From an optimization exercise on the open Yosys and OpenROAD flow, aimed at small area and a short achievable clock period; shortcuts taken in it are not production practice.
In this exercise RTL edits were held to simulation tests only and were not proved equivalent to the original.
The flow treats the clock pin as an ideal source, which a real chip does not have.

==> flow/design.v (excerpt) <==
module pe (
    input wire clk,
    input wire rst,
    input wire [15:0] act,
    input wire [15:0] wgt,
    input wire store,
    input wire reuse,
    input wire [3:0] addr,
    input wire update_out,
    output reg [31:0] out
);
    reg [31:0] accg;              
    reg [31:0] bm_r;              
    reg [7:0] one, two, neg;      
    reg [15:0] r1, r2, r3;        
    reg start;
    wire [31:0] acc_next;
    wire a0 = addr == 4'd0;
    wire a1 = addr == 4'd1;
    wire a2 = addr == 4'd2;
    wire a3 = addr == 4'd3;
    wire [15:0] bm = ({16{~reuse}} & wgt) | ({16{reuse & a1}} & r1)
                   | ({16{reuse & a2}} & r2) | ({16{reuse & a3}} & r3);
    wire [31:0] bsel = rst ? 32'd0 : (reuse & a0) ? acc_next : {16'd0, bm};
    wire keep = ~rst & ~start;
    wire [17:0] ax = {1'b0, act, 1'b0};
    wire [7:0] one_d, two_d;
    genvar g;
    generate for (g = 0; g < 8; g = g + 1) begin : enc
        assign one_d[g] = ax[2*g+1] ^ ax[2*g];
        assign two_d[g] = (ax[2*g+2] & ~ax[2*g+1] & ~ax[2*g]) | (~ax[2*g+2] & ax[2*g+1] & ax[2*g]);
    end endgenerate
    wire [32:0] Bx = {bm_r, 1'b0};
    wire [31:0] pp0;
    wire [29:0] pp1;
    wire [27:0] pp2;
    wire [25:0] pp3;
    wire [23:0] pp4;
    wire [21:0] pp5;
    wire [19:0] pp6;
    wire [17:0] pp7;
    generate for (g = 0; g < 32; g = g + 1) begin : pp
        if (g > 0 && g < 32) pe_bsel b0 (.one(one[0]), .two(two[0]), .neg(neg[0]), .b1(Bx[g+1]), .b0(Bx[g]), .p(pp0[g]));
        if (g > 0 && g < 30) pe_bsel b1 (.one(one[1]), .two(two[1]), .neg(neg[1]), .b1(Bx[g+1]), .b0(Bx[g]), .p(pp1[g]));
        if (g > 0 && g < 28) pe_bsel b2 (.one(one[2]), .two(two[2]), .neg(neg[2]), .b1(Bx[g+1]), .b0(Bx[g]), .p(pp2[g]));
        if (g > 0 && g < 26) pe_bsel b3 (.one(one[3]), .two(two[3]), .neg(neg[3]), .b1(Bx[g+1]), .b0(Bx[g]), .p(pp3[g]));
        if (g > 0 && g < 24) pe_bsel b4 (.one(one[4]), .two(two[4]), .neg(neg[4]), .b1(Bx[g+1]), .b0(Bx[g]), .p(pp4[g]));
        if (g > 0 && g < 22) pe_bsel b5 (.one(one[5]), .two(two[5]), .neg(neg[5]), .b1(Bx[g+1]), .b0(Bx[g]), .p(pp5[g]));
  ...
Size in the first run: ~1,400 cells after synthesis, ~170 flip-flops, roughly 73 I/O pins, roughly 16,000 um^2 of cells after synthesis.
Settings: LEC_CHECK=0, CAP_MARGIN=20, CORE_MARGIN=2, CORE_UTILIZATION=60, PLACE_DENSITY=0.75, SETUP_SLACK_MARGIN=5, SLEW_MARGIN=20, SYNTH_HIERARCHICAL=1; clock period 11.0 ns.
standard.sh (not shown) runs the stock make flow with config.mk's settings and CLKGATE_MAP_FILE= SYNTH_SCRIPT=/design/flow/synth_recipe.tcl, a recipe that flattens the netlist after the stock synthesis.
==> flow/flow/run.sh <==
#!/bin/bash
# Layout flow. Synthesis is the standard synthesis, unchanged. After the floorplan,
# every combinational cell is set to its smallest drive strength (downsize.tcl); the rest
# is the standard layout, with the ports buffered by buf_2 cells and timing repair
# aiming at 6 ns of setup slack, so that it upsizes only the cells the timing needs.
# After the global-route repair, recover.tcl sets cells back to smaller drive strengths
# where that does not lower the worst setup slack (recover_hook.tcl).
# Each step's full output goes to its own log file in this folder.
set -euo pipefail
here=$(pwd)
bash standard.sh synth > synth.log 2>&1
bash standard.sh floorplan > floorplan.log 2>&1
odb=$(ls $here/orfs/results/*/pe/base/2_floorplan.odb)
DS_ODB=$odb openroad -no_init -exit flow/downsize.tcl > downsize.log 2>&1
bash standard.sh 'BUFFER_PORTS_ARGS=-buffer_cell sky130_fd_sc_hd__buf_2' SETUP_SLACK_MARGIN=6.5 POST_GLOBAL_ROUTE_TCL=$here/flow/recover_hook.tcl finish > layout.log 2>&1
Other scripts of this flow, unchanged in this note and not shown: flow/flow/downsize.tcl, flow/flow/recover.tcl, flow/flow/recover_hook.tcl
The baseline completed with no timing, DRC or antenna violations.
Then changed:
--- a/flow/flow/run.sh
+++ b/flow/flow/run.sh
@@ -15 +15 @@
-bash standard.sh 'BUFFER_PORTS_ARGS=-buffer_cell sky130_fd_sc_hd__buf_2' SETUP_SLACK_MARGIN=6.5 POST_GLOBAL_ROUTE_TCL=$here/flow/recover_hook.tcl finish > layout.log 2>&1
+bash standard.sh 'BUFFER_PORTS_ARGS=-buffer_cell sky130_fd_sc_hd__buf_2' SETUP_SLACK_MARGIN=6 POST_GLOBAL_ROUTE_TCL=$here/flow/recover_hook.tcl finish > layout.log 2>&1
--- a/flow/config.mk
+++ b/flow/config.mk
@@ -10,2 +10 @@
-export CORE_UTILIZATION = 60
-export PLACE_DENSITY = 0.75
+export CORE_UTILIZATION = 55
What happened: Non-clock buffer count increases by 5. Clock-buffer cell count increases by 2. Design area increases by 1.2%. Wire length decreases by 0.42%. Utilization decreases by 4.1 points.
Then changed:
--- a/flow/flow/run.sh
+++ b/flow/flow/run.sh
@@ -15 +15 @@
-bash standard.sh 'BUFFER_PORTS_ARGS=-buffer_cell sky130_fd_sc_hd__buf_2' SETUP_SLACK_MARGIN=6 POST_GLOBAL_ROUTE_TCL=$here/flow/recover_hook.tcl finish > layout.log 2>&1
+bash standard.sh 'BUFFER_PORTS_ARGS=-buffer_cell sky130_fd_sc_hd__buf_2' SETUP_SLACK_MARGIN=6 POST_CTS_TCL=$here/flow/recover_cts.tcl POST_GLOBAL_ROUTE_TCL=$here/flow/recover_hook.tcl finish > layout.log 2>&1
==> flow/flow/recover_cts.tcl (new file) <==
# POST_CTS hook: area recovery (recover.tcl) after the CTS timing repair.
source [file join [file dirname [info script]] recover.tcl]
pe_recover_area -placement
--- a/flow/config.mk
+++ b/flow/config.mk
@@ -10 +10,2 @@
-export CORE_UTILIZATION = 55
+export CORE_UTILIZATION = 60
+export PLACE_DENSITY = 0.75
Setup slack gets worse by 0.025 ns.

-- what the ideal ports hide --
Ports are ideal in the flow. The routed layouts listed here were re-timed in OpenROAD. Step 1, drivers: a clkbuf_16 drives clk and a buf_2 each remaining input, both assumed. Step 2 adds t to the input delays and takes it off the output delays; t is the mean of the earliest and latest rising clock arrival at the registers after step 1. Input paths then give back, and output paths get back, about the clock's delay inside the block. Three values: ideal ports, drivers, drivers and shift; two values: the first two.
| run | shift t [ns] | setup slack, ns | worst setup path after step 2 | worst slew at a driven data input, ns |
|---|---|---|---|---|
| the first run | 0.481 | 5.639 / 5.639 / 5.639 | register to register | 0.05 |
| the second run | 0.493 | 5.751 / 5.751 / 5.751 | register to register | 0.04 |
| the third run | 0.481 | 5.727 / 5.727 / 5.727 | register to register | 0.05 |
After both steps setup and hold are still met in every run listed.
